What follows belongs to an exercise in optimizing a design on an open flow for small area; a production flow would make more cautious choices. RTL that was checked went through simulation tests only; none was proved equivalent to the original. The RTL of run 6 was laid out without a check of its function. Power figures rest on the tool's default switching activity, not on a simulated workload. No driver is modelled on the clock port, so clocking that relies on it looks cheaper here than on a real chip.

<file path="config.mk">
export PLATFORM = sky130hd
export DESIGN_NAME = QTU_FMB
export DESIGN_NICKNAME = QTU_FMB
export VERILOG_FILES = /design/flow/design.v
export SDC_FILE = /design/flow/constraint.sdc
export NUM_CORES = 4
export LEC_CHECK = 0
export CAP_MARGIN = 20
export CORE_MARGIN = 2
export CORE_UTILIZATION = 40
export SLEW_MARGIN = 20
export SYNTH_HIERARCHICAL = 1
</file>
<file path="constraint.sdc">
create_clock -name core_clock -period 10.0 [get_ports {clk}]
set_input_delay 2.0000 -clock core_clock [delete_from_list [all_inputs] [get_ports {clk}]]
set_output_delay 2.0000 -clock core_clock [all_outputs]
set_load 0.01 [all_outputs]
</file>
<file path="design.v">
module EQComparator_16bit#(
    parameter WORD_WIDTH = 16
)(
    input logic             [WORD_WIDTH-1:0]    inA,
    input logic             [WORD_WIDTH-1:0]    inB,
    output logic                                out
);
    assign out = (inA == inB);
endmodule
`timescale 1ns / 1ps
module QTU_FMB #(
    parameter MEM_DEPTH = 2048,
    parameter MEM_WIDTH = 8,
    parameter WORD_WIDTH = 16
)(
    input logic                             clk,
    input logic                             nrst,
    input logic                             en,
    input logic                             iAmDestination,
    input logic                             HB_Reset,
    input logic         [WORD_WIDTH-1:0]    fSourceID,
    input logic         [WORD_WIDTH-1:0]    fSourceHops,
    input logic         [WORD_WIDTH-1:0]    fQValue,
    input logic         [WORD_WIDTH-1:0]    fEnergyLeft,
    input logic         [WORD_WIDTH-1:0]    fHopsFromCH,
    input logic         [WORD_WIDTH-1:0]    fChosenCH,
    input logic         [WORD_WIDTH-1:0]    chosenCH,
    input logic         [WORD_WIDTH-1:0]    hopsFromCH,
    input logic         [WORD_WIDTH-1:0]    myQValue,
    output logic        [WORD_WIDTH-1:0]    nodeID,
    output logic        [WORD_WIDTH-1:0]    nodeHops,
    output logic        [WORD_WIDTH-1:0]    nodeEnergy,
    output logic        [WORD_WIDTH-1:0]    nodeQValue,
    output logic        [4:0]               neighborIndex,
    output logic        [WORD_WIDTH-1:0]    chosenHop,
    output logic        [4:0]               neighborCount,
    output logic                            QTUFMB_done
);
    localparam logic [1:0] s_idle    = 2'b00;
    localparam logic [1:0] s_process = 2'b01;
    localparam logic [1:0] s_output  = 2'b10;
    localparam logic [1:0] s_HBreset = 2'b11;
    logic [1:0]            state;
    logic                  clr;
    logic [31:0]           valid;
    logic                  wr;
    logic [WORD_WIDTH-1:0] hopsNeeded;
    logic [WORD_WIDTH-1:0] maxQValue;
    logic [WORD_WIDTH-1:0] bestNeighbor;
    always_ff @(posedge clk or negedge nrst) begin
        if (!nrst) clr <= 1'b1;
        else clr <= 1'b0;
    end
    logic [31:0] hit;
    logic [31:0] we, keep;
    genvar g;
    generate
        for (g = 0; g < 32; g++) begin : cam
            assign we[g]   = wr & (neighborIndex == 5'(g));
            assign keep[g] = ~(we[g] | clr);
            QTU_cam_entry e (.clk(clk), .we(we[g]), .keep(keep[g]), .f(fSourceID), .hit(hit[g]));
        end
    endgenerate
    logic       one;
    logic [4:0] idx, nidx;
    always_comb begin
        for (int k = 0; k < 5; k++) begin
            idx[k]  = 1'b0;
            nidx[k] = 1'b0;
            for (int i = 0; i < 32; i++) begin
                if (i & (1 << k)) idx[k]  = idx[k]  | hit[i];
                else              nidx[k] = nidx[k] | hit[i];
            end
        end
        one = (idx[0] | nidx[0]) & ~|(idx & nidx);
    end
    logic same, newEntry;
    EQComparator_16bit c_same (.inA(fChosenCH), .inB(chosenCH), .out(same));
    assign newEntry = same & (~one | ~valid[neighborIndex]);
    assign wr = (state == s_output) & newEntry;
    always_ff @(posedge clk or negedge nrst) begin
        if (!nrst) state <= s_idle;
        else case (state)
            s_idle:    state <= HB_Reset ? s_HBreset : (en ? s_process : s_idle);
            s_process: state <= same ? s_output : s_idle;
            default:   state <= s_idle;
        endcase
    end
    logic hbr;
    assign hbr = (state == s_HBreset);
    always_ff @(posedge clk) begin
        for (int i = 0; i < 32; i++)
            valid[i] <= ~(hbr | clr) & (we[i] | valid[i]);
    end
    always_ff @(posedge clk or negedge nrst) begin
        if (!nrst) neighborCount <= '0;
        else if (hbr) neighborCount <= '0;
        else if (wr) neighborCount <= neighborCount + 5'd1;
    end
    always_ff @(posedge clk or negedge nrst) begin
        if (!nrst) neighborIndex <= '0;
        else if (state == s_process)
            neighborIndex <= newEntry ? neighborCount : (one ? idx : 5'd0);
    end
    logic outEn, outEnN;
    assign outEn  = (state == s_output);
    assign outEnN = ~outEn;
    QTU_ereg #(.RV(16'h0000)) r_nodeID     (.clk(clk), .nrst(nrst), .en(outEn), .enN(outEnN), .d(fSourceID),   .q(nodeID));
    QTU_ereg #(.RV(16'hFFFF)) r_nodeHops   (.clk(clk), .nrst(nrst), .en(outEn), .enN(outEnN), .d(fSourceHops), .q(nodeHops));
    QTU_ereg #(.RV(16'h0000)) r_nodeEnergy (.clk(clk), .nrst(nrst), .en(outEn), .enN(outEnN), .d(fEnergyLeft), .q(nodeEnergy));
    QTU_ereg #(.RV(16'h0000)) r_nodeQValue (.clk(clk), .nrst(nrst), .en(outEn), .enN(outEnN), .d(fQValue),     .q(nodeQValue));
    always_ff @(posedge clk or negedge nrst) begin
        if (!nrst) QTUFMB_done <= 1'b0;
        else QTUFMB_done <= outEn;
    end
    always_ff @(posedge clk)
        hopsNeeded <= HB_Reset ? 16'hFFFF : hopsFromCH - 16'd1;
    logic hopMatch, qGreater, qEqual, idLess, fmb;
    EQComparator_16bit c_hop (.inA(fHopsFromCH), .inB(hopsNeeded), .out(hopMatch));
    EQComparator_16bit c_qeq (.inA(fQValue), .inB(maxQValue), .out(qEqual));
    QTU_gt16 c_qgt (.a(fQValue), .b(maxQValue), .gt(qGreater));
    QTU_gt16 c_idlt (.a(bestNeighbor), .b(fSourceID), .gt(idLess));
    assign fmb      = outEn & iAmDestination;
    always_ff @(posedge clk) begin
        if (hbr || clr) maxQValue <= 16'h0000;
        else if (fmb && hopMatch && qGreater) maxQValue <= fQValue;
    end
    always_ff @(posedge clk or negedge nrst) begin
        if (!nrst) bestNeighbor <= 16'hFFFF;
        else if (hbr) bestNeighbor <= 16'hFFFF;
        else if (fmb) begin
            if (hopsNeeded == 16'h0000) bestNeighbor <= chosenCH;
            else if (hopMatch && (qGreater || (qEqual && idLess)))
                bestNeighbor <= fSourceID;
        end
    end
    assign chosenHop = bestNeighbor;
endmodule
module QTU_cam_entry (
    input  logic        clk,
    input  logic        we,
    input  logic        keep,
    input  logic [15:0] f,
    output logic        hit
);
    logic [15:0] id;
    always_ff @(posedge clk)
        id <= ({16{we}} & f) | ({16{keep}} & id);
    EQComparator_16bit c (.inA(f), .inB(id), .out(hit));
endmodule
module QTU_ereg #(
    parameter logic [15:0] RV = 16'h0000
)(
    input  logic        clk,
    input  logic        nrst,
    input  logic        en,
    input  logic        enN,
    input  logic [15:0] d,
    output logic [15:0] q
);
    always_ff @(posedge clk or negedge nrst)
        if (!nrst) q <= RV;
        else       q <= ({16{en}} & d) | ({16{enN}} & q);
endmodule
module QTU_gt16 (
    input  logic [15:0] a,
    input  logic [15:0] b,
    output logic        gt
);
    logic [16:0] c;
    assign c[0] = 1'b0;
    for (genvar i = 0; i < 16; i++) begin : g
        logic bn;
        assign bn = ~b[i];
        assign c[i+1] = (a[i] & bn) | (a[i] & c[i]) | (bn & c[i]);
    end
    assign gt = c[16];
endmodule
</file>
<file path="flow/run.sh">
#!/bin/bash
export BUFFER_PORTS_ARGS="-buffer_cell sky130_fd_sc_hd__buf_1"
export CTS_ARGS="-sink_clustering_enable -repair_clock_nets -sink_clustering_size 30 -sink_clustering_max_diameter 100 -dont_use_dummy_load -buf_list {sky130_fd_sc_hd__clkbuf_4 sky130_fd_sc_hd__clkbuf_8 sky130_fd_sc_hd__clkbuf_16}"
bash standard.sh > standard.log 2>&1
</file>
<file path="standard.sh">
#!/bin/bash
# synth_recipe.tcl (not shown) runs the flow's synth.tcl, then flattens the netlist and writes it again
# the make line also repeats each setting of config.mk as NAME=value (left out here)
make -C /OpenROAD-flow-scripts/flow DESIGN_CONFIG=/design/flow/config.mk WORK_HOME=/design/flow/orfs CLKGATE_MAP_FILE= SYNTH_SCRIPT=/design/flow/synth_recipe.tcl "${@:-finish}"
</file>
==> summary.txt, run 1 <==
Status
  – Status: finished clean

Worst setup path
  – Crit-path max cell delay: 1.09 ns
  – Critical path data required time: 10.55 ns
  – Crit. End Element: register
  – CP arrival: 7.45 ns
  – Critical path class: primary input to register
  – Buffer and inverter count on the worst path: 2
  – CP max-delay cell: nor2_1
  – Worst-path fanout max: 45
  – Startpoint types: primary input
  – Most used cell, CP: nand4_1
  – Family with the most delay on the worst path: simple AND/OR/NAND/NOR gates
  – Crit-path cells: clkbuf_4 -> buf_4 -> xnor2_1 -> nand4_1 -> nor4_2 -> nor4_4 -> nand4_1 -> a31oi_1 -> o211ai_2 -> o21bai_4 -> nand3_1 -> nor2_1 -> a22o_1

STA
  – Slew HR: 26.9%
  – Slack of the critical path: 3.10 ns
  – Fin crit share: 69.0%
  – Final setup TNS: 0 ns
  – Fmax: 145 MHz
  – Min Tclk post-route: 6.90 ns
  – Unrepaired setup endpoints after global routing: no
  – Setup violations, final: 0
  – Max-slew violations: 0
  – Fin. Hold Viols: 0
  – Tightest Pin Transition: 1.09 ns
  – Skew final: 0.0735 ns

Yosys
  – Share of the synthesized area in the top cell type: 38.0%
  – FF+latch count, synth: 670
  – Top cells by count, synth: a22o_1, dfxtp_1, xnor2_1, nand4_1, buf_6
  – Mean Syn Cell Area: 11.2 sq um
  – Seq/Total Area, Yosys: 45.8%
  – Syn. warnings: 10
  – Top post-synthesis cells by area: dfxtp_1, a22o_1, xnor2_1, buf_6, dfrtp_1
  – Number of distinct library cells after synthesis: 64
  – Synth Net Count: 2858
  – Count leader, synth: a22o_1
  – Post-Syn Area: 30400 sq um
  – Yosys top cell by area: dfxtp_1
  – Ys async rst share: 14.0%
  – Syn Inst Count: 2707
  – Ys flop type: dfxtp_1
  – EDFF count, synth: 0

Routing
  – Routed WL: 83200 um
  – Drt first pass iters: 5
  – Drc violations: 0
  – Post-DR vias/cell: 5.76
  – Antenna Nets Post-Route: 0
  – Routed length per instance: 21.8 um
  – Vias: 22000
  – DRC violation total after the first TritonRoute iteration: 1673

CTS
  – Num CTS Buffers: 28
  – Clock Sink Count: 670
  – Cts repair resizes: 0
  – H-tree levels: 1
  – CTS tree: built
  – Clock root cell: clkbuf_16
  – CTS max path bufs: 3
  – Post-CTS Repair Setup Buffers: 0
  – Clk latency of the worst-skew pair: 0.63 ns
  – Hold bufs inserted after CTS: 0
  – Clock slew at reported path FFs: 0.11 ns

Placement
  – PortBufs: 223
  – Placed Instance Area: 31200 sq um
  – Dpl ws: 2.48 ns
  – DP Wirelength: 54100 um
  – RD Place Congestion: 0.850

Finish
  – Design area: 32000 sq um
  – Fillers: 7225
  – Post-layout util: 42.4%
  – Layout cells sized above 1: 8.29%
  – ANT cells: 0
  – Syn-to-layout area delta: 5.39%
  – Final nets: 2988

Floorplanning
  – Chip height: 280 um
  – Die Wd: 280 um
  – CORE AREA: 75600 sq um
  – Die area: 78200 sq um
  – Starting Density: 40.2%
  – Num rows: 101
  – IO Pins: 240

Global route
  – Largest net degree at the start of global routing: 70
  – First-pass GRT wire length: 129000 um
  – Initial antenna violation count: 0
  – Vias in the first global route: 21900
  – Global Route Usage Sum: 20.7%
  – Overflow left after global routing: 0

Power and ir drop
  – Worst IR drop on VDD: 0.141 mV
  – Total chip power: 5.19 mW
  – Leakage power: 11.0 nW
  – Pwr per Cell Area: 162 nW/um^2

Run
  – Maxcap violations: 0

Hold path
  – Hold Path Class: register to register
-- where the power goes --
part,internal [mW],switching [mW],total (mW)
Combinational,0.320,0.527,0.847
Clock,0.503,0.827,1.33
Sequential,2.89,0.130,3.02
Total,3.71,1.48,5.19
-- flip-flops by register name, summed over array words and instances (netlist names) --
| signal | cells |
|---|---|
| r_nodeHops.q | 16 |
| QTUFMB_done | 1 |
| r_nodeEnergy.q | 16 |
| state | 2 |
| bestNeighbor | 16 |
| hopsNeeded | 16 |
| neighborCount | 5 |
| cam.e.id | 512 |
| valid | 32 |
| clr | 1 |
| maxQValue | 16 |
| r_nodeID.q | 16 |
| r_nodeQValue.q | 16 |
| neighborIndex | 5 |
-- through the flow --
step | cells | hold slack, ns
2_1_floorplan | 2707 | 0.424
3_3_place_gp | 3781 | 0.435
3_5_place_dp | 3783 | 0.441
4_1_cts | 3811 | 0.458
5_1_grt | 3813 | 0.477
6_report | 3813 | 0.459
-- layout make-up --
type | count | area [sq um] | share of cell area (%)
clock buffers | 28 | 701 | 2.19
repair buffers | 287 | 1380 | 4.31
flip-flops and latches | 670 | 13900 | 43.5
well taps | 978 | 1220 | 3.82
inverters | 33 | 129 | 0.403
multi-input cells | 1817 | 14700 | 45.8
-- cell usage in the layout, fill, tap and decap left out, drive strengths merged, types with 12 or more instances in the layout --
cell type	n
nor4	66
a31oi	12
clkbuf	45
inv	31
dfxtp	576
nor3	21
xnor2	568
dfrtp	61
a21o	16
nor2	37
a21oi	63
buf	270
nand2	82
nand4	157
o21ai	25
a22o	597
dfstp	33
nand2b	35
mux2i	36
-- per-layer routing --
metal  up-vias  wire, um  global-route usage, %
met3        96      4670                   2.69
met5         -         0                      0
met2       615     38700                   34.4
li1      10200         -                      -
met4         0      1440                   4.37
met1     11100     38500                   28.7
-- tightest hold or removal path, delay by kind of cell, from the launching register on --
family	cells	cell delay, ns
AOI/OAI and AO/OA	1	0.05
DFF	1	0.33
and+or+nand+nor	1	0.05
-- modules after synthesis, one instance, submodules excluded, excerpt --
module,flip-flops and latches,cells
EQComparator_16bit,0,21
QTU_gt16,0,45
QTU_FMB,94,586
QTU_cam_entry,16,36
-- cell families after synthesis --
| kind of cell | share of synthesized area [%] |
|---|---|
| other cells | 0.0123 |
| flops | 45.8 |
| simple gates | 9.35 |
| compound gates | 20.3 |
| xor+xnor | 16.5 |
| fa+ha+maj | 0.420 |
| buf+inv | 6.36 |
| mux | 1.19 |
-- path summary, 6_finish.rpt --
check	from	slack (ns)	cells after the start	endpoint
setup / recovery	fSourceID[5]	3.10	13	cam[16].e.id[6]
hold / removal	valid[28]	0.46	2	valid[28]
setup reg to reg	cam[29].e.id[10]	5.36	11	cam[16].e.id[6]
hold reg to reg	valid[28]	0.46	2	valid[28]
max in group asynchronous	nrst	7.43	2	neighborIndex[0]
min in group asynchronous	nrst	1.37	1	r_nodeID.q[1]
==> inputs of run 2 (changes only) <==
==> flow/run.sh (replaced) <==
#!/bin/bash
export BUFFER_PORTS_ARGS="-buffer_cell sky130_fd_sc_hd__buf_1"
export PRE_RESIZE_TCL="$(pwd)/flow/downsize.tcl"
export CTS_ARGS="-sink_clustering_enable -repair_clock_nets -sink_clustering_size 30 -sink_clustering_max_diameter 100 -dont_use_dummy_load"
bash standard.sh > standard.log 2>&1
==> flow/downsize.tcl (new file) <==
# Before the resizer's repair_design (3_4): swap every combinational cell to
# the smallest cell of its family (same function and pins, e.g. nor4_2 to
# nor4_1); repair_design then fixes any slew or capacitance this breaks.
set db [ord::get_db]
set n 0
foreach inst [[ord::get_db_block] getInsts] {
  set m [$inst getMaster]
  set name [$m getName]
  if {![regexp {^(sky130_fd_sc_hd__[a-z0-9]+)_([0-9]+)$} $name -> base drive]} { continue }
  if {[regexp {__(df|edf|sdf|sedf|dl|tap|fill|decap|conb)} $name]} { continue }
  set best $m
  set barea [expr {[$m getWidth] * [$m getHeight]}]
  foreach d {0 1 2 3 4 6 8 12 16} {
    set c [$db findMaster ${base}_$d]
    if {$c eq "NULL" || $c eq ""} { continue }
    set a [expr {[$c getWidth] * [$c getHeight]}]
    if {$a < $barea} { set best $c; set barea $a }
  }
  if {$best ne $m} {
    $inst swapMaster $best
    incr n
  }
}
puts "downsize.tcl: swapped $n instances to a smaller cell"
==> summary.txt, run 2 <==
Worst setup path
  – Crit-path max cell delay: 0.91 ns (-0.18 ns)
  – Crit. End Element: register
  – CP startpoint: fSourceID[4]
  – Critical Path Sink: cam[30].e.id[3]
  – Worst-path fanout max: 25 (-44%)
  – Critical path data required time: 10.56 ns (about the same)
  – Reg2reg setup slack: 4.75 ns (-0.61 ns)
  – Critical path class: primary input to register
  – Cell count of the worst reg-to-reg path: 13 (+2)
  – Crit-path cells: clkbuf_1 -> buf_2 -> xnor2_1 -> nand4_1 -> nor4_1 -> nor4_1 -> and4_1 -> o211ai_1 -> o21bai_2 -> nand2_1 -> buf_1 -> nor3_1 -> buf_1 -> a22o_1
  – Levels on crit path: 14 (+1)
  – Buffer and inverter count on the worst path: 4 (+2)
  – CP arrival: 8.21 ns (+0.76 ns)
  – Startpoint types: primary input
  – Reg2reg end: cam[30].e.id[3]
  – CP max-delay cell: nor4_1
  – Family with the most delay on the worst path: simple AND/OR/NAND/NOR gates
  – Reg-to-reg startpoint: cam[30].e.id[10]

STA
  – Slew HR: 22.0% (-4.9 points)
  – Tightest Pin Transition: 1.16 ns (+0.0675 ns)
  – Unrepaired setup endpoints after global routing: no
  – Fin. Hold Viols: 0 (unchanged)
  – Setup violations, final: 0 (unchanged)
  – Fmax: 131 MHz (-9.8%)
  – Skew final: 0.0664 ns (-0.00710 ns)
  – Max-slew violations: 0 (unchanged)
  – Min Tclk post-route: 7.65 ns (+0.748 ns)
  – Final setup TNS: 0 ns (unchanged)
  – Fin crit share: 76.5% (+7.5 points)

Global route
  – Initial antenna violation count: 0 (unchanged)
  – Met1 GRT Util: 28.9% (+0.24 points)
  – Overflow left after global routing: 0 (unchanged)
  – First-pass GRT wire length: 130000 um (+1.2%)
  – Global Route Usage Sum: 20.9% (+0.21 points)
  – Met3 GRT Util: 2.88% (+0.19 points)
  – Vias in the first global route: 22100 (+1.1%)
  – Largest net degree at the start of global routing: 70 (unchanged)
  – GR peak layer: met2
  – Met2 Use GR: 34.6% (+0.15 points)

Yosys
  – Mean Syn Cell Area: 11.2 sq um (unchanged)
  – Ys flop type: dfxtp_1
  – Number of distinct library cells after synthesis: 64 (unchanged)
  – Seq/Total Area, Yosys: 45.8% (unchanged)
  – FF+latch count, synth: 670 (unchanged)
  – Yosys top cell by area: dfxtp_1
  – Synth Net Count: 2858 (unchanged)
  – Share of the synthesized area in the top cell type: 38.0% (unchanged)
  – Ys async rst share: 14.0% (unchanged)
  – Syn. warnings: 10 (unchanged)
  – Syn Inst Count: 2707 (unchanged)
  – Post-Syn Area: 30400 sq um (unchanged)
  – EDFF count, synth: 0 (unchanged)
  – Top post-synthesis cells by area: dfxtp_1, a22o_1, xnor2_1, buf_6, dfrtp_1
  – Top cells by count, synth: a22o_1, dfxtp_1, xnor2_1, nand4_1, buf_6
  – Count leader, synth: a22o_1

Routing
  – Vias: 22100 (+0.44%)
  – Routed length per instance: 21.8 um (-0.31%)
  – Antenna Nets Post-Route: 0 (unchanged)
  – Routed WL: 83500 um (+0.37%)
  – Drt first pass iters: 5 (unchanged)
  – Drc violations: 0 (unchanged)
  – Post-DR vias/cell: 5.75 (-0.24%)
  – DRC violation total after the first TritonRoute iteration: 1460 (-13%)

CTS
  – CTS tree: built
  – Clk latency of the worst-skew pair: 0.63 ns (about the same)
  – H-tree levels: 1 (unchanged)
  – CTS max path bufs: 3 (unchanged)
  – Cts repair resizes: 0 (unchanged)
  – Num CTS Buffers: 28 (unchanged)
  – Post-CTS Repair Setup Buffers: 0 (unchanged)
  – Clock root cell: clkbuf_16
  – Clock slew at reported path FFs: 0.11 ns (about the same)
  – Clock Sink Count: 670 (unchanged)
  – Hold bufs inserted after CTS: 0 (unchanged)

Run
  – Maxcap violations: 0 (unchanged)

Power and ir drop
  – Comb pwr share: 16.5% (+0.2 points)
  – Clock power frac: 25.7% (about the same)
  – Pwr per Cell Area: 163 nW/um^2 (+0.35%)
  – Total chip power: 5.20 mW (+0.22%)
  – Switching share of power: 28.5% (-0.063 points)
  – Reg power frac: 57.9% (-0.2 points)
  – Leakage power: 11.0 nW (+0.33%)
  – Switching power: 1.48 mW (about the same)
  – Worst IR drop on VDD: 0.135 mV (-4.2%)
  – Internal: 3.72 mW (+0.31%)

Floorplanning
  – Die area: 78200 sq um (unchanged)
  – Die Wd: 280 um (unchanged)
  – IO Pins: 240 (unchanged)
  – Num rows: 101 (unchanged)
  – CORE AREA: 75600 sq um (unchanged)
  – Chip height: 280 um (unchanged)
  – Starting Density: 40.2% (unchanged)

Finish
  – Number of flip-flops in the largest register: 512 (unchanged)
  – ANT cells: 0 (unchanged)
  – Syn-to-layout area delta: 5.26%
  – Commonest cells after routing, fill and taps aside: a22o_1, dfxtp_1, xnor2_1, buf_1, nand4_1
  – Fillers: 7139 (-1.2%)
  – Post-layout util: 42.3% (-0.053 points)
  – Largest reg by FF count: cam.e.id
  – Commonest non-fill, non-tap cell in the layout: a22o_1
  – Post-Layout Cell Count: 3839 (+0.68%)
  – Layout cells sized above 1: 6.33% (-2.0 points)
  – Reg area: 13900 sq um (unchanged)
  – Final nets: 3014 (+0.87%)
  – Biggest regs: cam.e.id (512), valid (32)
  – Multi-input logic area: 14300 sq um (-2.5%)

Placement
  – Post-Place Cells: 3811 (+0.74%)
  – RD Place Congestion: 0.850 (unchanged)
  – DP Wirelength: 56700 um (+4.9%)
  – PortBufs: 223 (unchanged)

Status
  – Status: finished clean

Hold path
  – Hold Path Class: register to register
  – Hold Startpoint: valid[15]
-- run 2: cell counts after synthesis --
Identical to the previous run, type by type.
-- run 2: cell type report --
type | count | share of cell area, %
clock buffers | 28 | 2.19
flip-flops and latches | 670 | 43.5
inverters | 33 | 0.403
multi-input cells | 1817 | 44.7
repair buffers | 313 | 5.32
well taps | 978 | 3.83
-- run 2: worst min path at each step --
stage	end	cells after the start
after global routing	valid[13]	2
after detailed placement	valid[28]	2
after global placement	valid[12]	2
final	valid[15]	2
after CTS	valid[28]	2
after floorplan	valid[0]	2
-- run 2: metrics by stage --
step           setup slack [ns]  hold slack (ns)  cell area (sq um)
6_report                   2.35            0.464              32000
5_1_grt                    2.09            0.490              32000
4_1_cts                    2.19            0.457              31900
3_5_place_dp               1.56            0.440              31200
3_3_place_gp               2.64            0.435              31200
2_1_floorplan              5.54            0.424              30400
-- run 2: metal layers --
metal  part of all wire, %  wire, um  up-vias
met5                     0         0        -
met4                   2.3      1910        0
met3                   5.4      4540      122
met2                    46     38300      653
met1                    46     38800    11000
li1                      -         -    10200
-- run 2: worst min-delay path, cell delays in order, from the launching register on --
cell and delay, ns:
dfxtp_1 0.33, nand2_1 0.05, o21ai_1 0.05
-- run 2: modules after synthesis (local to each module, per instance), a selection --
| module | copies in the design | area [sq um] | flip-flops and latches |
|---|---|---|---|
| QTU_cam_entry | 32 | 505 | 16 |
| EQComparator_16bit | 35 | 178 | 0 |
| QTU_gt16 | 2 | 305 | 0 |
| QTU_FMB | 1 | 5010 | 94 |
-- run 2: logic make-up after synthesis --
kind of cell | count (synthesis) | synth area share [%]
XOR/XNOR | 572 | 16.5
multiplexers | 36 | 1.19
AO/OA/AOI/OAI | 745 | 20.3
flip-flops | 670 | 45.8
buffers and inverters | 220 | 6.36
other | 1 | 0.0123
adder cells (fa/ha/maj) | 12 | 0.420
AND/OR/NAND/NOR | 451 | 9.35
-- run 2: power by group through the flow --
stage	Combinational [mW]	Sequential [mW]	Clock, mW
6_report	0.856	3.01	1.34
5_1_grt	0.928	3.04	1.46
4_1_cts	0.866	3.01	1.38
3_5_place_dp	0.866	3.06	0
3_3_place_gp	0.838	3.06	0
2_1_floorplan	0.433	3.12	0
==> inputs of run 3 (changes only) <==
--- a/config.mk
+++ b/config.mk
@@ -7,6 +7,6 @@
 export LEC_CHECK = 0
-export CAP_MARGIN = 20
+export CAP_MARGIN = 0
 export CORE_MARGIN = 2
 export CORE_UTILIZATION = 40
-export SLEW_MARGIN = 20
+export SLEW_MARGIN = 0
 export SYNTH_HIERARCHICAL = 1
==> summary.txt, run 3 <==
Worst setup path
  – CP max-delay cell: nor4_1
  – Crit-path max cell delay: 1.04 ns (+0.13 ns)
  – Cell count of the worst reg-to-reg path: 13 (unchanged)
  – CP startpoint: fSourceID[5]
  – Reg2reg end: cam[30].e.id[5]
  – Reg2reg setup slack: 4.34 ns (-0.41 ns)
  – Worst-path fanout max: 45 (+80%)
  – Crit. End Element: register
  – Startpoint types: primary input
  – CP arrival: 8.72 ns (+0.51 ns)
  – Reg-to-reg startpoint: cam[29].e.id[10]
  – Critical path class: primary input to register
  – Crit-path cells: clkbuf_4 -> buf_2 -> xnor2_1 -> nand4_1 -> nor4_1 -> nor4_1 -> nand4_1 -> a31oi_1 -> o211ai_1 -> o21bai_1 -> nand2_1 -> buf_1 -> nor3_1 -> buf_1 -> a22o_1
  – Critical path data required time: 10.56 ns (about the same)

Power and ir drop
  – Leakage power: 10.9 nW (-1.3%)
  – Pwr per Cell Area: 164 nW/um^2 (+1.0%)
  – Worst IR drop on VDD: 0.142 mV (+5.2%)

Finish
  – ANT cells: 0 (unchanged)
  – Syn-to-layout area delta: 3.80%
  – Biggest regs: cam.e.id (512), valid (32)
  – Final nets: 3000 (-0.46%)
  – Commonest non-fill, non-tap cell in the layout: a22o_1
  – Layout cells sized above 1: 4.53% (-1.8 points)
  – Number of flip-flops in the largest register: 512 (unchanged)
  – Post-layout util: 41.7% (-0.59 points)
  – Fillers: 7244 (+1.5%)
  – Largest reg by FF count: cam.e.id
  – Commonest cells after routing, fill and taps aside: a22o_1, dfxtp_1, xnor2_1, buf_1, nand4_1
  – Design area: 31500 sq um (-1.4%)

Global route
  – First-pass GRT wire length: 129000 um (-0.88%)
  – Initial antenna violation count: 0 (unchanged)
  – Overflow left after global routing: 0 (unchanged)
  – Global Route Usage Sum: 20.7% (-0.22 points)
  – Largest net degree at the start of global routing: 70 (unchanged)
  – Vias in the first global route: 21900 (-1.0%)

Yosys
  – Share of the synthesized area in the top cell type: 38.0% (unchanged)
  – Ys flop type: dfxtp_1
  – Post-Synth Simple-Gate Area: 9.35% (unchanged)
  – Syn Inst Count: 2707 (unchanged)
  – FF+latch count, synth: 670 (unchanged)
  – Post-synthesis compound-gate area fraction: 20.3% (unchanged)
  – Post-synthesis mux area share: 1.19% (unchanged)
  – Largest family of logic cells by synthesized area: compound AO/OA/AOI/OAI gates
  – Seq/Total Area, Yosys: 45.8% (unchanged)
  – Ys async rst share: 14.0% (unchanged)
  – Top cells by count, synth: a22o_1, dfxtp_1, xnor2_1, nand4_1, buf_6
  – Synth Area in Adders: 0.420% (unchanged)
  – Count leader, synth: a22o_1
  – Post-Syn Area: 30400 sq um (unchanged)
  – Mean Syn Cell Area: 11.2 sq um (unchanged)
  – Number of distinct library cells after synthesis: 64 (unchanged)
  – Syn. warnings: 10 (unchanged)
  – Top post-synthesis cells by area: dfxtp_1, a22o_1, xnor2_1, buf_6, dfrtp_1
  – Synth Net Count: 2858 (unchanged)
  – Yosys top cell by area: dfxtp_1
  – EDFF count, synth: 0 (unchanged)
  – XOR/XNOR share of the synthesized area: 16.5% (unchanged)

Floorplanning
  – Die Wd: 280 um (unchanged)
  – Die area: 78200 sq um (unchanged)
  – IO Pins: 240 (unchanged)
  – Starting Density: 40.2% (unchanged)
  – Num rows: 101 (unchanged)
  – CORE AREA: 75600 sq um (unchanged)
  – Chip height: 280 um (unchanged)

CTS
  – Clock slew at reported path FFs: 0.11 ns (about the same)
  – Clk latency of the worst-skew pair: 0.61 ns (-0.02 ns)
  – Hold bufs inserted after CTS: 0 (unchanged)
  – Cts repair resizes: 0 (unchanged)
  – Post-CTS Repair Setup Buffers: 0 (unchanged)
  – Num CTS Buffers: 28 (unchanged)
  – Clock root cell: clkbuf_16
  – Clock Sink Count: 670 (unchanged)
  – CTS tree: built
  – CTS max path bufs: 3 (unchanged)
  – H-tree levels: 1 (unchanged)

Hold path
  – Hold Path Depth: 2 (unchanged)
  – Hold Startpoint: valid[28]
  – Hold Path Class: register to register
  – Hold EP: valid[28]

Placement
  – Placed Instance Area: 30800 sq um (-1.2%)
  – DP Wirelength: 55200 um (-2.7%)
  – RD Place Congestion: 0.850 (unchanged)
  – PortBufs: 223 (unchanged)

STA
  – Fmax: 123 MHz (-6.2%)
  – Slew HR: 5.30% (-17 points)
  – Final setup TNS: 0 ns (unchanged)
  – Unrepaired setup endpoints after global routing: no
  – Min Tclk post-route: 8.16 ns (+0.509 ns)
  – Setup violations, final: 0 (unchanged)
  – Skew final: 0.0571 ns (-0.00933 ns)
  – Tightest Pin Transition: 1.42 ns (+0.261 ns)
  – Fin crit share: 81.6% (+5.1 points)
  – Fin. Hold Viols: 0 (unchanged)
  – Max-slew violations: 0 (unchanged)

Routing
  – Routed length per instance: 21.8 um (about the same)
  – Post-DR vias/cell: 5.74 (about the same)
  – Drt first pass iters: 5 (unchanged)
  – Routed WL: 83200 um (-0.36%)
  – Antenna Nets Post-Route: 0 (unchanged)
  – Vias: 22000 (-0.44%)
  – DRC violation total after the first TritonRoute iteration: 1504 (+3.0%)
  – Drc violations: 0 (unchanged)

Status
  – Status: finished clean

Run
  – Maxcap violations: 0 (unchanged)
-- run 3: cell counts after synthesis --
Identical to the previous run, type by type.
-- run 3: how the worst max path moves through the flow --
stage | endpoint | slack [ns] | cells past startpoint
6_report | cam[30].e.id[5] | 1.84 | 15
3_3_place_gp | cam[31].e.id[10] | 2.64 | 12
4_1_cts | cam[30].e.id[5] | 1.75 | 15
3_5_place_dp | cam[30].e.id[9] | 1.11 | 15
2_1_floorplan | cam[7].e.id[10] | 5.54 | 13
5_1_grt | cam[30].e.id[10] | 1.43 | 15
-- run 3: cell type report --
| cell class | instances | area (sq um) | share of cell area, % |
|---|---|---|---|
| clock buffers | 28 | 701 | 2.22 |
| inverters | 33 | 126 | 0.401 |
| multi-input cells | 1817 | 14200 | 44.9 |
| flip-flops and latches | 670 | 13900 | 44.2 |
| well taps | 978 | 1220 | 3.88 |
| repair buffers | 299 | 1400 | 4.43 |
-- run 3: where the power goes --
part / switching [mW] / internal, mW / total, mW
Sequential: 0.127 / 2.89 / 3.01
Combinational: 0.523 / 0.320 / 0.843
Clock: 0.826 / 0.503 / 1.33
Total: 1.48 / 3.71 / 5.19
-- run 3: per-module statistics from Yosys, one instance, submodules excluded, a selection --
module	times used	cells
QTU_cam_entry	32	36
EQComparator_16bit	35	21
QTU_gt16	2	45
QTU_FMB	1	586
-- run 3: cells by family (layout without fill, tap and decap cells) --
group,count (synthesis),after routing
AOI/OAI and AO/OA,745,745
xor gates and xnor gates,572,572
adders and majority gates,12,12
buffers and inverters,220,360
DFF,670,670
muxes,36,36
other,1,1
and+or+nand+nor,451,451
-- run 3: layer usage --
metal  up-vias  share of wire [%]  track usage, %
met4         0                1.9            4.43
li1      10200                  -               -
met2       649                 46            34.3
met3        95                5.4            2.77
met1     11000                 47            28.7
met5         -                  0               0
-- run 3: critical path, delay by kind of cell --
| family | cells | cell delay, ns |
|---|---|---|
| xor+xnor | 1 | 0.20 |
| compound gates | 4 | 1.28 |
| simple gates | 6 | 2.68 |
| buf+inv | 4 | 2.51 |
-- run 3: metrics by stage --
step	worst slack (ns)	hold slack (ns)	std cells	power (mW)
finish	1.84	0.458	3825	5.19
global route	1.43	0.489	3825	5.41
CTS	1.75	0.458	3822	5.23
detailed placement	1.11	0.442	3794	3.91
global placement	2.64	0.435	3781	3.90
floorplan	5.54	0.424	2707	3.56
==> inputs of run 4 (changes only) <==
--- a/config.mk
+++ b/config.mk
@@ -9,3 +9,4 @@
 export CORE_MARGIN = 2
-export CORE_UTILIZATION = 40
+export CORE_UTILIZATION = 65
+export PLACE_DENSITY = 0.75
 export SLEW_MARGIN = 0
==> summary.txt, run 4 <==
Routing
  – Vias: 21900 (-0.23%)
  – Routed length per instance: 21.6 um (-0.68%)
  – Routed WL: 74500 um (-10%)
  – Antenna Nets Post-Route: 0 (unchanged)
  – Drt first pass iters: 5 (unchanged)
  – Drc violations: 0 (unchanged)
  – DRC violation total after the first TritonRoute iteration: 1749 (+16%)
  – Post-DR vias/cell: 6.36 (+11%)

CTS
  – H-tree levels: 1 (unchanged)
  – Clk latency of the worst-skew pair: 0.61 ns (about the same)
  – Cts repair resizes: 0 (unchanged)
  – Clock root cell: clkbuf_16
  – CTS tree: built
  – Clock slew at reported path FFs: 0.11 ns (about the same)
  – Num CTS Buffers: 26 (-7.1%)
  – Post-CTS Repair Setup Buffers: 0 (unchanged)
  – CTS max path bufs: 3 (unchanged)
  – Clock Sink Count: 670 (unchanged)
  – Hold bufs inserted after CTS: 0 (unchanged)

Power and ir drop
  – Worst IR drop on VDD: 0.197 mV (+39%)
  – Pwr per Cell Area: 164 nW/um^2 (-0.24%)
  – Leakage power: 10.9 nW (about the same)

STA
  – Fin. Hold Viols: 0 (unchanged)
  – Skew final: 0.0360 ns (-0.0211 ns)
  – Unrepaired setup endpoints after global routing: no
  – Min Tclk post-route: 8.19 ns (+0.0297 ns)
  – Minimum hold slack: 0.454 ns (-0.00443 ns)
  – Max-slew violations: 0 (unchanged)
  – Fin crit share: 81.9% (+0.30 points)
  – Tightest Pin Transition: 1.42 ns (-0.00290 ns)
  – Final setup TNS: 0 ns (unchanged)
  – Slew HR: 5.50% (+0.19 points)
  – Setup violations, final: 0 (unchanged)
  – Fmax: 122 MHz (-0.36%)

Finish
  – Commonest cells after routing, fill and taps aside: a22o_1, dfxtp_1, xnor2_1, buf_1, nand4_1
  – Post-Layout Cell Count: 3447 (-9.9%)
  – Largest reg by FF count: cam.e.id
  – Number of flip-flops in the largest register: 512 (unchanged)
  – Syn-to-layout area delta: 2.34%
  – Biggest regs: cam.e.id (512), valid (32)
  – Layout cells sized above 1: 4.54% (+0.011 points)
  – Design area: 31100 sq um (-1.4%)
  – ANT cells: 0 (unchanged)
  – Commonest non-fill, non-tap cell in the layout: a22o_1
  – Final nets: 2993 (-0.23%)

Floorplanning
  – Num rows: 79 (-22%)
  – Starting Density: 65.5% (+25 points)
  – IO Pins: 240 (unchanged)
  – CORE AREA: 46400 sq um (-39%)
  – Die Wd: 220 um (-21%)
  – Die area: 48500 sq um (-38%)
  – Chip height: 220 um (-21%)

Global route
  – First-pass GRT wire length: 117000 um (-9.2%)
  – Largest net degree at the start of global routing: 70 (unchanged)
  – Vias in the first global route: 21300 (-2.9%)
  – Overflow left after global routing: 0 (unchanged)
  – Initial antenna violation count: 0 (unchanged)
  – Global Route Usage Sum: 30.3% (+9.6 points)

Placement
  – Post-Place Cells: 3420 (-9.9%)
  – Placed Instance Area: 30400 sq um (-1.2%)
  – PortBufs: 223 (unchanged)
  – DP Wirelength: 49800 um (-9.6%)
  – RD Place Congestion: 0.982 (+16%)

Yosys
  – Post-Syn Area: 30400 sq um (unchanged)
  – FF+latch count, synth: 670 (unchanged)
  – Syn Inst Count: 2707 (unchanged)
  – Syn. warnings: 10 (unchanged)
  – Top post-synthesis cells by area: dfxtp_1, a22o_1, xnor2_1, buf_6, dfrtp_1
  – Share of the synthesized area in the top cell type: 38.0% (unchanged)
  – Mean Syn Cell Area: 11.2 sq um (unchanged)
  – Seq/Total Area, Yosys: 45.8% (unchanged)
  – Ys async rst share: 14.0% (unchanged)
  – Count leader, synth: a22o_1
  – Synth Net Count: 2858 (unchanged)
  – Number of distinct library cells after synthesis: 64 (unchanged)
  – EDFF count, synth: 0 (unchanged)
  – Yosys top cell by area: dfxtp_1
  – Top cells by count, synth: a22o_1, dfxtp_1, xnor2_1, nand4_1, buf_6
  – Ys flop type: dfxtp_1

Worst setup path
  – Critical path class: primary input to register
  – Reg2reg setup slack: 4.32 ns (-0.02 ns)
  – Reg2reg end: cam[29].e.id[10]
  – Worst-path fanout max: 29 (-36%)
  – Critical Path Sink: cam[29].e.id[10]
  – CP arrival: 8.72 ns (about the same)
  – Crit. End Element: register
  – CP max-delay cell: nor4_1
  – Reg-to-reg startpoint: cam[7].e.id[0]
  – Crit-path cells: clkbuf_2 -> buf_12 -> buf_2 -> xnor2_1 -> nand4_1 -> nor4_1 -> nor4_1 -> nand4_1 -> a31oi_1 -> o211ai_1 -> o21bai_1 -> nand2_1 -> buf_1 -> nor3_1 -> buf_1 -> a22o_1
  – Crit-path max cell delay: 0.94 ns (-0.10 ns)
  – CP startpoint: fSourceID[10]
  – Cell count of the worst reg-to-reg path: 12 (-1)
  – Startpoint types: primary input
  – Critical path data required time: 10.53 ns (-0.03 ns)

Run
  – Maxcap violations: 0 (unchanged)

Hold path
  – Hold Path Class: register to register

Status
  – Status: finished clean
run 4: cell counts after synthesis:
Identical to the previous run, type by type.
run 4: how the worst min path moves through the flow:
stage,cells after the start,from,slack [ns],end
6_report,2,valid[14],0.45,valid[14]
5_1_grt,2,valid[14],0.47,valid[14]
4_1_cts,2,valid[14],0.45,valid[14]
3_5_place_dp,2,valid[14],0.44,valid[14]
3_3_place_gp,2,valid[16],0.44,valid[16]
2_1_floorplan,2,valid[0],0.42,valid[0]
run 4: modules after synthesis (local to each module, per instance), excerpt:
module	times used	flip-flops and latches	cells inside
QTU_FMB	1	94	586
QTU_cam_entry	32	16	36
QTU_gt16	2	0	45
EQComparator_16bit	35	0	21
run 4: power by group:
part | total, mW | switching [mW] | internal (mW)
clock | 1.27 | 0.802 | 0.470
combinational | 0.818 | 0.494 | 0.324
sequential | 3.01 | 0.124 | 2.89
total | 5.10 | 1.42 | 3.68
run 4: layout make-up:
cell class / count / area, sq um
clock buffer: 26 / 651
tap: 607 / 759
sequential: 670 / 13900
multi-input combinational: 1817 / 14200
inverter: 33 / 126
fill: 3602 / 15300
timing repair buffer: 294 / 1470
run 4: critical path, delay by kind of cell:
family,cells,cell delay [ns]
XOR/XNOR,1,0.19
buffers and inverters,5,2.53
AO/OA/AOI/OAI,4,1.35
AND/OR/NAND/NOR,6,2.58
run 4: cell families after synthesis:
logic type,synth area share (%)
xor gates and xnor gates,16.5
muxes,1.19
other,0.0123
DFF,45.8
buffers and inverters,6.36
and+or+nand+nor,9.35
AOI/OAI and AO/OA,20.3
adders and majority gates,0.420
run 4: routing by layer:
| layer | routed length, um | vias up | share of wire [%] | global-route usage (%) |
|---|---|---|---|---|
| met5 | 0 | - | 0 | 0 |
| met4 | 1780 | 0 | 2.4 | 7.81 |
| met3 | 4140 | 116 | 5.6 | 3.99 |
| met2 | 35400 | 599 | 47 | 50.8 |
| met1 | 33200 | 11000 | 45 | 41.4 |
| li1 | - | 10200 | - | - |
run 4: stage by stage:
| stage | total power [mW] | util, % | setup WS (ns) |
|---|---|---|---|
| 6_report | 5.10 | 67.1 | 1.81 |
| 5_1_grt | 5.29 | 67.1 | 1.50 |
| 4_1_cts | 5.12 | 67.0 | 1.68 |
| 3_5_place_dp | 3.88 | 65.6 | 1.07 |
| 3_3_place_gp | 3.86 | 66.2 | 2.88 |
| 2_1_floorplan | 3.56 | - | 5.54 |
==> inputs of run 5 (changes only) <==
==> flow/run.sh (replaced) <==
#!/bin/bash
export BUFFER_PORTS_ARGS="-buffer_cell sky130_fd_sc_hd__buf_1"
export PRE_GLOBAL_PLACE_TCL="$(pwd)/flow/nobig.tcl"
export PRE_RESIZE_TCL="$(pwd)/flow/pre_resize.tcl"
export PRE_GLOBAL_ROUTE_TCL="$(pwd)/flow/nobig.tcl"
export CTS_ARGS="-sink_clustering_enable -repair_clock_nets -sink_clustering_size 30 -sink_clustering_max_diameter 100 -dont_use_dummy_load"
bash standard.sh > standard.log 2>&1
==> flow/nobig.tcl (new file) <==
set big {}
foreach m [get_lib_cells {sky130_fd_sc_hd__*_8 sky130_fd_sc_hd__*_12 sky130_fd_sc_hd__*_16}] {
  set n [get_name $m]
  if {[regexp {clkbuf|clkinv|decap|fill|lpflow|probe} $n]} { continue }
  lappend big $n
}
set_dont_use $big
puts "nobig.tcl: $big"
==> flow/pre_resize.tcl (new file) <==
source [file join [file dirname [info script]] downsize.tcl]
source [file join [file dirname [info script]] nobig.tcl]
--- a/config.mk
+++ b/config.mk
@@ -7,7 +7,6 @@
 export LEC_CHECK = 0
-export CAP_MARGIN = 0
+export CAP_MARGIN = 10
 export CORE_MARGIN = 2
-export CORE_UTILIZATION = 65
-export PLACE_DENSITY = 0.75
-export SLEW_MARGIN = 0
+export CORE_UTILIZATION = 40
+export SLEW_MARGIN = 10
 export SYNTH_HIERARCHICAL = 1
==> summary.txt, run 5 <==
Yosys
  – Number of distinct library cells after synthesis: 64 (unchanged)
  – Mean Syn Cell Area: 11.2 sq um (unchanged)
  – Top post-synthesis cells by area: dfxtp_1, a22o_1, xnor2_1, buf_6, dfrtp_1
  – Post-synthesis mux area share: 1.19% (unchanged)
  – Post-Synth Simple-Gate Area: 9.35% (unchanged)
  – Count leader, synth: a22o_1
  – Largest family of logic cells by synthesized area: compound AO/OA/AOI/OAI gates
  – Yosys top cell by area: dfxtp_1
  – Ys async rst share: 14.0% (unchanged)
  – EDFF count, synth: 0 (unchanged)
  – Synth Area in Adders: 0.420% (unchanged)
  – Share of the synthesized area in the top cell type: 38.0% (unchanged)
  – Seq/Total Area, Yosys: 45.8% (unchanged)
  – Synth Net Count: 2858 (unchanged)
  – Post-synthesis compound-gate area fraction: 20.3% (unchanged)
  – Syn. warnings: 10 (unchanged)
  – XOR/XNOR share of the synthesized area: 16.5% (unchanged)
  – Syn Inst Count: 2707 (unchanged)
  – Post-Syn Area: 30400 sq um (unchanged)
  – Ys flop type: dfxtp_1
  – FF+latch count, synth: 670 (unchanged)
  – Top cells by count, synth: a22o_1, dfxtp_1, xnor2_1, nand4_1, buf_6

CTS
  – Clk latency of the worst-skew pair: 0.62 ns (about the same)
  – Hold bufs inserted after CTS: 0 (unchanged)
  – CTS max path bufs: 3 (unchanged)
  – H-tree levels: 1 (unchanged)
  – CTS tree: built
  – Clock Sink Count: 670 (unchanged)
  – Cts repair resizes: 0 (unchanged)
  – Post-CTS Repair Setup Buffers: 0 (unchanged)
  – Clock slew at reported path FFs: 0.11 ns (about the same)
  – Clock root cell: clkbuf_16
  – Num CTS Buffers: 26 (unchanged)

Worst setup path
  – Crit. End Element: register
  – CP arrival: 8.61 ns (-0.11 ns)
  – Critical path data required time: 10.55 ns (+0.02 ns)
  – Startpoint types: primary input
  – Worst-path fanout max: 41 (+41%)
  – Critical path class: primary input to register

Power and ir drop
  – Internal: 3.67 mW (-0.17%)
  – Reg power frac: 58.6% (-0.4 points)
  – Worst IR drop on VDD: 0.126 mV (-36%)
  – Leakage power: 10.8 nW (-0.30%)
  – Pwr per Cell Area: 163 nW/um^2 (-0.48%)
  – Comb pwr share: 16.3% (+0.3 points)
  – Switching share of power: 28.7% (+0.80 points)
  – Clock power frac: 25.2% (+0.3 points)
  – Switching power: 1.48 mW (+3.8%)

Floorplanning
  – Starting Density: 40.2% (-25 points)
  – Num rows: 101 (+28%)
  – CORE AREA: 75600 sq um (+63%)
  – Chip height: 280 um (+27%)
  – Die Wd: 280 um (+27%)
  – Die area: 78200 sq um (+61%)
  – IO Pins: 240 (unchanged)

Finish
  – Biggest regs: cam.e.id (512), valid (32)
  – Syn-to-layout area delta: 3.81%
  – Number of flip-flops in the largest register: 512 (unchanged)
  – Layout cells sized above 1: 5.45% (+0.90 points)
  – Commonest cells after routing, fill and taps aside: a22o_1, dfxtp_1, xnor2_1, buf_1, nand4_1
  – Largest reg by FF count: cam.e.id
  – Commonest non-fill, non-tap cell in the layout: a22o_1
  – Post-Layout Cell Count: 3824 (+11%)
  – ANT cells: 0 (unchanged)
  – Final nets: 2999 (+0.20%)

Routing
  – Post-DR vias/cell: 5.74 (-9.7%)
  – Routed length per instance: 21.5 um (-0.43%)
  – Vias: 21900 (+0.16%)
  – Drt first pass iters: 6 (+1)
  – Routed WL: 82300 um (+10%)
  – Antenna Nets Post-Route: 0 (unchanged)
  – DRC violation total after the first TritonRoute iteration: 1600 (-8.5%)
  – Drc violations: 0 (unchanged)

STA
  – Skew final: 0.0302 ns (-0.00586 ns)
  – Unrepaired setup endpoints after global routing: no
  – Setup violations, final: 0 (unchanged)
  – Slew HR: 15.3% (+9.8 points)
  – Min Tclk post-route: 8.06 ns (-0.126 ns)
  – Fmax: 124 MHz (+1.6%)
  – Max-slew violations: 0 (unchanged)
  – Final setup TNS: 0 ns (unchanged)
  – Fin. Hold Viols: 0 (unchanged)
  – Tightest Pin Transition: 1.27 ns (-0.148 ns)
  – Fin crit share: 80.6% (-1.3 points)
  – Minimum hold slack: 0.468 ns (+0.0141 ns)

Placement
  – DP Wirelength: 56200 um (+13%)
  – RD Place Congestion: 0.874 (-11%)
  – PortBufs: 223 (unchanged)
  – Post-Place Cells: 3796 (+11%)

Run
  – Maxcap violations: 0 (unchanged)

Global route
  – Overflow left after global routing: 0 (unchanged)
  – First-pass GRT wire length: 128000 um (+8.8%)
  – Global Route Usage Sum: 20.4% (-9.8 points)
  – Initial antenna violation count: 3 (+3)
  – Vias in the first global route: 21600 (+1.8%)
  – Largest net degree at the start of global routing: 57 (-19%)

Status
  – Status: finished clean

Hold path
  – Hold Path Class: register to register
-- run 5: cell counts after synthesis --
No cell type changed its count.
-- run 5: routing by layer --
metal | vias to the layer above | GRT usage [%] | part of all wire, %
met5 | - | 0 | 0
met4 | 0 | 3.22 | 1.3
met3 | 68 | 2.53 | 5.3
met2 | 614 | 34.1 | 47
met1 | 11100 | 28.7 | 47
li1 | 10200 | - | -
-- run 5: Yosys stat by module, one instance, submodules excluded, a selection --
module              flops+latches  cells  cell area (sq um)  copies in the design
QTU_FMB                        94    586               5010                     1
EQComparator_16bit              0     21                178                    35
QTU_gt16                        0     45                305                     2
QTU_cam_entry                  16     36                505                    32
-- run 5: final cells by class --
type / instances / area [sq um]
Timing Repair Buffer: 300 / 1360
Tap cell: 978 / 1220
Inverter: 33 / 126
Sequential cell: 670 / 13900
Clock buffer: 26 / 651
Fill cell: 7198 / 44000
Multi-Input combinational cell: 1817 / 14200
-- run 5: power groups by stage --
stage	Clock [mW]	Combinational, mW	Sequential, mW
after floorplan	0	0.433	3.12
after global placement	0	0.830	3.06
after detailed placement	0	0.846	3.06
after CTS	1.32	0.845	3.01
after global routing	1.41	0.907	3.04
final	1.29	0.837	3.02
-- run 5: through the flow --
step                total power [mW]  instance area, sq um  util [%]  setup WS [ns]
global placement                3.89                 31000      41.1           2.61
CTS                             5.18                 31400      41.6           2.09
finish                          5.15                 31500      41.7           1.94
global route                    5.35                 31500      41.7           1.61
floorplan                       3.56                 30400         -           5.54
detailed placement              3.91                 30800      40.7           1.43
-- run 5: path summary, 6_finish.rpt --
path / depth (start not counted) / slack [ns] / to / start
hold reg to reg: 2 / 0.47 / valid[12] / valid[12]
setup / recovery: 15 / 1.94 / cam[4].e.id[5] / fSourceID[13]
min in group asynchronous: 1 / 1.48 / r_nodeEnergy.q[12] / nrst
max in group asynchronous: 3 / 7.35 / clr / nrst
setup reg to reg: 13 / 4.35 / cam[4].e.id[5] / cam[13].e.id[11]
hold / removal: 2 / 0.47 / valid[12] / valid[12]
-- run 5: kinds of logic (layout without fill, tap and decap cells) --
kind of cell,after synthesis,after routing
compound gates,745,745
flops,670,670
xor+xnor,572,572
simple gates,451,451
buf+inv,220,359
mux,36,36
fa+ha+maj,12,12
other cells,1,1
-- run 5: critical path, stage by stage --
cell and delay (ns):
clkbuf_4 0.65, buf_1 0.94, xnor2_1 0.20, nand4_1 0.14, nor4_1 0.77, nor4_1 0.28, nand4_1 0.22, a31oi_1 0.08
o211ai_1 0.38, o21bai_1 0.56, nand2_1 0.66, buf_1 0.45, nor4_1 0.36, buf_1 0.61, a22o_1 0.27
==> inputs of run 6 (changes only) <==
--- a/design.v
+++ b/design.v
@@ -123,15 +123,13 @@
     assign fmb      = outEn & iAmDestination;
-    always_ff @(posedge clk) begin
-        if (hbr || clr) maxQValue <= 16'h0000;
-        else if (fmb && hopMatch && qGreater) maxQValue <= fQValue;
-    end
-    always_ff @(posedge clk or negedge nrst) begin
-        if (!nrst) bestNeighbor <= 16'hFFFF;
-        else if (hbr) bestNeighbor <= 16'hFFFF;
-        else if (fmb) begin
-            if (hopsNeeded == 16'h0000) bestNeighbor <= chosenCH;
-            else if (hopMatch && (qGreater || (qEqual && idLess)))
-                bestNeighbor <= fSourceID;
-        end
-    end
+    logic ldQ, keepQ;
+    assign ldQ   = fmb & hopMatch & qGreater;
+    assign keepQ = ~(ldQ | hbr | clr);
+    QTU_sreg r_maxQ (.clk(clk), .ld(ldQ), .keep(keepQ), .d(fQValue), .q(maxQValue));
+    logic hn0, selCH, selF, keepBN;
+    assign hn0    = (hopsNeeded == 16'h0000);
+    assign selCH  = fmb & hn0;
+    assign selF   = fmb & ~hn0 & hopMatch & (qGreater | (qEqual & idLess));
+    assign keepBN = ~(selCH | selF | hbr);
+    QTU_bnreg r_bestNeighbor (.clk(clk), .nrst(nrst), .set(hbr), .selA(selCH), .selB(selF),
+                              .keep(keepBN), .a(chosenCH), .b(fSourceID), .q(bestNeighbor));
     assign chosenHop = bestNeighbor;
@@ -178 +176,26 @@
 endmodule
+module QTU_sreg (
+    input  logic        clk,
+    input  logic        ld,
+    input  logic        keep,
+    input  logic [15:0] d,
+    output logic [15:0] q
+);
+    always_ff @(posedge clk)
+        q <= ({16{ld}} & d) | ({16{keep}} & q);
+endmodule
+module QTU_bnreg (
+    input  logic        clk,
+    input  logic        nrst,
+    input  logic        set,
+    input  logic        selA,
+    input  logic        selB,
+    input  logic        keep,
+    input  logic [15:0] a,
+    input  logic [15:0] b,
+    output logic [15:0] q
+);
+    always_ff @(posedge clk or negedge nrst)
+        if (!nrst) q <= 16'hFFFF;
+        else       q <= {16{set}} | ({16{selA}} & a) | ({16{selB}} & b) | ({16{keep}} & q);
+endmodule
==> flow/run.sh (replaced) <==
#!/bin/bash
export BUFFER_PORTS_ARGS="-buffer_cell sky130_fd_sc_hd__buf_1"
export PRE_RESIZE_TCL="$(pwd)/flow/downsize.tcl"
export CTS_ARGS="-sink_clustering_enable -repair_clock_nets -sink_clustering_size 30 -sink_clustering_max_diameter 100 -dont_use_dummy_load"
bash standard.sh > standard.log 2>&1
--- a/config.mk
+++ b/config.mk
@@ -7,6 +7,6 @@
 export LEC_CHECK = 0
-export CAP_MARGIN = 10
+export CAP_MARGIN = 0
 export CORE_MARGIN = 2
 export CORE_UTILIZATION = 40
-export SLEW_MARGIN = 10
+export SLEW_MARGIN = 0
 export SYNTH_HIERARCHICAL = 1
removed: flow/nobig.tcl
removed: flow/pre_resize.tcl
==> summary.txt, run 6 <==
Finish
  – ANT cells: 0 (unchanged)
  – Commonest non-fill, non-tap cell in the layout: a22o_1
  – Multi-input logic area: 14100 sq um (-1.2%)
  – Layout cells sized above 1: 5.43% (-0.020 points)
  – Design area: 31700 sq um (+0.48%)
  – Syn-to-layout area delta: 4.22%
  – Final nets: 2954 (-1.5%)
  – Biggest regs: cam.e.id (512), valid (32)
  – Post-Layout Cell Count: 3779 (-1.2%)
  – Largest reg by FF count: cam.e.id
  – Commonest cells after routing, fill and taps aside: a22o_1, dfxtp_1, xnor2_1, buf_1, nand4_1
  – Number of flip-flops in the largest register: 512 (unchanged)
  – Fillers: 7100 (-1.4%)
  – Reg area: 13900 sq um (unchanged)

Yosys
  – FF+latch count, synth: 670 (unchanged)
  – Post-Syn Area: 30400 sq um (about the same)
  – Synth Net Count: 2815 (-1.5%)
  – Ys flop type: dfxtp_1
  – Number of distinct library cells after synthesis: 69 (+7.8%)
  – Top cells by count, synth: a22o_1, dfxtp_1, xnor2_1, buf_6, nand4_1
  – Syn. warnings: 12 (+2)
  – Mean Syn Cell Area: 11.4 sq um (+1.7%)
  – Yosys top cell by area: dfxtp_1
  – Share of the synthesized area in the top cell type: 37.9% (about the same)
  – Syn Inst Count: 2664 (-1.6%)
  – Seq/Total Area, Yosys: 45.8% (about the same)
  – EDFF count, synth: 0 (unchanged)
  – Top post-synthesis cells by area: dfxtp_1, a22o_1, xnor2_1, buf_6, dfrtp_1
  – Ys async rst share: 14.0% (unchanged)
  – Count leader, synth: a22o_1

Worst setup path
  – Crit. End Element: register
  – CP startpoint: fSourceID[15]
  – Startpoint types: primary input
  – Critical path class: primary input to register
  – Reg-to-reg startpoint: cam[26].e.id[6]
  – Reg2reg end: cam[31].e.id[6]
  – Worst-path fanout max: 22 (-46%)
  – Reg2reg setup slack: 4.90 ns (+0.55 ns)
  – CP arrival: 8.17 ns (-0.44 ns)
  – Critical path data required time: 10.48 ns (-0.07 ns)
  – Cell count of the worst reg-to-reg path: 12 (-1)

Floorplanning
  – Chip height: 280 um (about the same)
  – Die Wd: 280 um (about the same)
  – IO Pins: 240 (unchanged)
  – Die area: 78200 sq um (about the same)
  – Starting Density: 40.2% (about the same)
  – CORE AREA: 75600 sq um (unchanged)
  – Num rows: 101 (unchanged)

STA
  – Unrepaired setup endpoints after global routing: no
  – Max-slew violations: 0 (unchanged)
  – Slew HR: 8.84% (-6.5 points)
  – Skew final: 0.0600 ns (+0.0298 ns)
  – Fin. Hold Viols: 0 (unchanged)
  – Tightest Pin Transition: 1.37 ns (+0.0975 ns)
  – Final setup TNS: 0 ns (unchanged)
  – Fin crit share: 76.8% (-3.8 points)
  – Setup violations, final: 0 (unchanged)
  – Min Tclk post-route: 7.68 ns (-0.376 ns)
  – Fmax: 130 MHz (+4.9%)

Routing
  – Routed length per instance: 22.3 um (+3.4%)
  – Antenna Nets Post-Route: 0 (unchanged)
  – Post-DR vias/cell: 5.77 (+0.47%)
  – Drt first pass iters: 5 (-1)
  – DRC violation total after the first TritonRoute iteration: 1601 (+0.063%)
  – Vias: 21800 (-0.72%)
  – Routed WL: 84100 um (+2.2%)
  – Drc violations: 0 (unchanged)

Hold path
  – Hold Path Class: register to register
  – Hold EP: valid[10]
  – Hold Startpoint: valid[10]
  – Hold Path Depth: 1 (-1)

Global route
  – Global Route Usage Sum: 20.9% (+0.47 points)
  – Overflow left after global routing: 0 (unchanged)
  – Initial antenna violation count: 0 (-3)
  – First-pass GRT wire length: 130000 um (+2.0%)
  – Vias in the first global route: 21700 (+0.16%)
  – Largest net degree at the start of global routing: 57 (unchanged)

CTS
  – Clk latency of the worst-skew pair: 0.64 ns (+0.02 ns)
  – Clock Sink Count: 670 (unchanged)
  – CTS max path bufs: 3 (unchanged)
  – CTS tree: built
  – Post-CTS Repair Setup Buffers: 0 (unchanged)
  – Cts repair resizes: 0 (unchanged)
  – Clock slew at reported path FFs: 0.12 ns (about the same)
  – Clock root cell: clkbuf_16
  – Num CTS Buffers: 29 (+12%)
  – Hold bufs inserted after CTS: 0 (unchanged)
  – H-tree levels: 1 (unchanged)

Placement
  – RD Place Congestion: 0.877 (+0.25%)
  – Placed Instance Area: 30900 sq um (+0.53%)
  – Post-Place Cells: 3748 (-1.3%)
  – PortBufs: 223 (unchanged)
  – DP Wirelength: 57200 um (+1.8%)

Run
  – Maxcap violations: 0 (unchanged)

Power and ir drop
  – Worst IR drop on VDD: 0.138 mV (+9.3%)
  – Pwr per Cell Area: 165 nW/um^2 (+1.3%)
  – Leakage power: 10.8 nW (about the same)

Status
  – Status: finished clean
==> run 6: routing by layer <==
layer | global-route usage [%] | routed length [um]
met1 | 28.4 | 38700
met2 | 35.7 | 40600
met3 | 2.19 | 3110
met4 | 4.73 | 1730
met5 | 0 | 0
==> run 6: logic make-up (layout without fill, tap and decap cells) <==
family / Yosys count / count (layout) / share of synthesized area, %
AO/OA/AOI/OAI: 760 / 760 / 21.2
flip-flops: 670 / 670 / 45.8
AND/OR/NAND/NOR: 400 / 400 / 8.45
buffers and inverters: 223 / 360 / 6.81
other: 1 / 1 / 0.0123
XOR/XNOR: 575 / 575 / 16.6
adder cells (fa/ha/maj): 12 / 12 / 0.420
multiplexers: 23 / 23 / 0.757
==> run 6: area by class of cell <==
cell class,instances,area share [%]
inverter,37,0.446
timing repair buffer,294,5.02
tap,978,3.86
multi-input combinational,1771,44.4
clock buffer,29,2.29
sequential,670,43.9
==> run 6: per-module statistics from Yosys (local to each module, per instance), a selection <==
| module | copies in the design | cells |
|---|---|---|
| EQComparator_16bit | 35 | 21 |
| QTU_FMB | 1 | 435 |
| QTU_bnreg | 1 | 72 |
| QTU_cam_entry | 32 | 36 |
| QTU_gt16 | 2 | 45 |
| QTU_sreg | 1 | 36 |
==> run 6: worst max-delay path by stage <==
| stage | end | cells after the start | slack, ns |
|---|---|---|---|
| after floorplan | cam[16].e.id[10] | 16 | 5.34 |
| after global placement | cam[23].e.id[10] | 13 | 2.76 |
| after detailed placement | cam[30].e.id[10] | 14 | 1.73 |
| after CTS | cam[30].e.id[14] | 14 | 2.41 |
| after global routing | cam[30].e.id[11] | 15 | 2.01 |
| final | cam[31].e.id[6] | 14 | 2.32 |
==> run 6: power breakdown <==
| part | internal, mW | leakage (nW) | switching, mW |
|---|---|---|---|
| clock | 0.520 | 0.357 | 0.837 |
| sequential | 2.89 | 5.76 | 0.129 |
| combinational | 0.329 | 4.72 | 0.541 |
| total | 3.74 | 10.8 | 1.51 |
==> run 6: stage by stage <==
| stage | setup slack, ns | total power, mW | utilization, % | hold WS, ns |
|---|---|---|---|---|
| floorplan | 5.34 | 3.58 | - | 0.449 |
| global placement | 2.76 | 3.92 | 41.0 | 0.462 |
| detailed placement | 1.73 | 3.94 | 40.9 | 0.463 |
| CTS | 2.41 | 5.28 | 41.9 | 0.495 |
| global route | 2.01 | 5.45 | 41.9 | 0.508 |
| finish | 2.32 | 5.24 | 41.9 | 0.493 |
==> run 6: critical path, stage by stage <==
cell,delay [ns]
clkbuf_2,0.64
buf_16,0.25
buf_1,0.70
xnor2_1,0.21
nand4_1,0.10
nor4_1,1.01
nor4_1,0.24
and4_1,0.30
o22ai_1,0.23
a21o_1,0.41
o21a_1,0.16
buf_1,0.83
a21oi_1,0.66
a22o_1,0.38

static timing again, ports no longer ideal:
The results above use ideal ports. As a check the final layouts listed here were re-extracted and re-timed, cells and wires unchanged.
Step 1: set_driving_cell puts a clkbuf_16 on clk and a buf_2 on each other input, an assumption about the parent block.
Step 2 moves the port delays by t, midway between the first and last clock arrival at a register: inputs arrive t later, outputs are due t later. That takes back most of the time a late clock gives input paths.
Slacks: ideal / step 1 / step 2; pairs: ideal / step 1.
run | t, ns | setup slack, ns | pins driven straight from the clock port
run 1 | 0.656 | 3.101 / 3.140 / 2.484 | 1
run 2 | 0.655 | 2.353 / 2.381 / 1.726 | 1
run 3 | 0.650 | 1.843 / 1.876 / 1.225 | 1
run 4 | 0.654 | 1.813 / 1.851 / 1.197 | 1
run 5 | 0.663 | 1.939 / 1.972 / 1.309 | 1
run 6 | 0.677 | 2.315 / 2.358 / 1.681 | 1
After both steps every run listed still meets setup and hold. The setup slack of run 6, which loses most, moves by +0.043 ns with the drivers and by -0.634 ns with both steps.
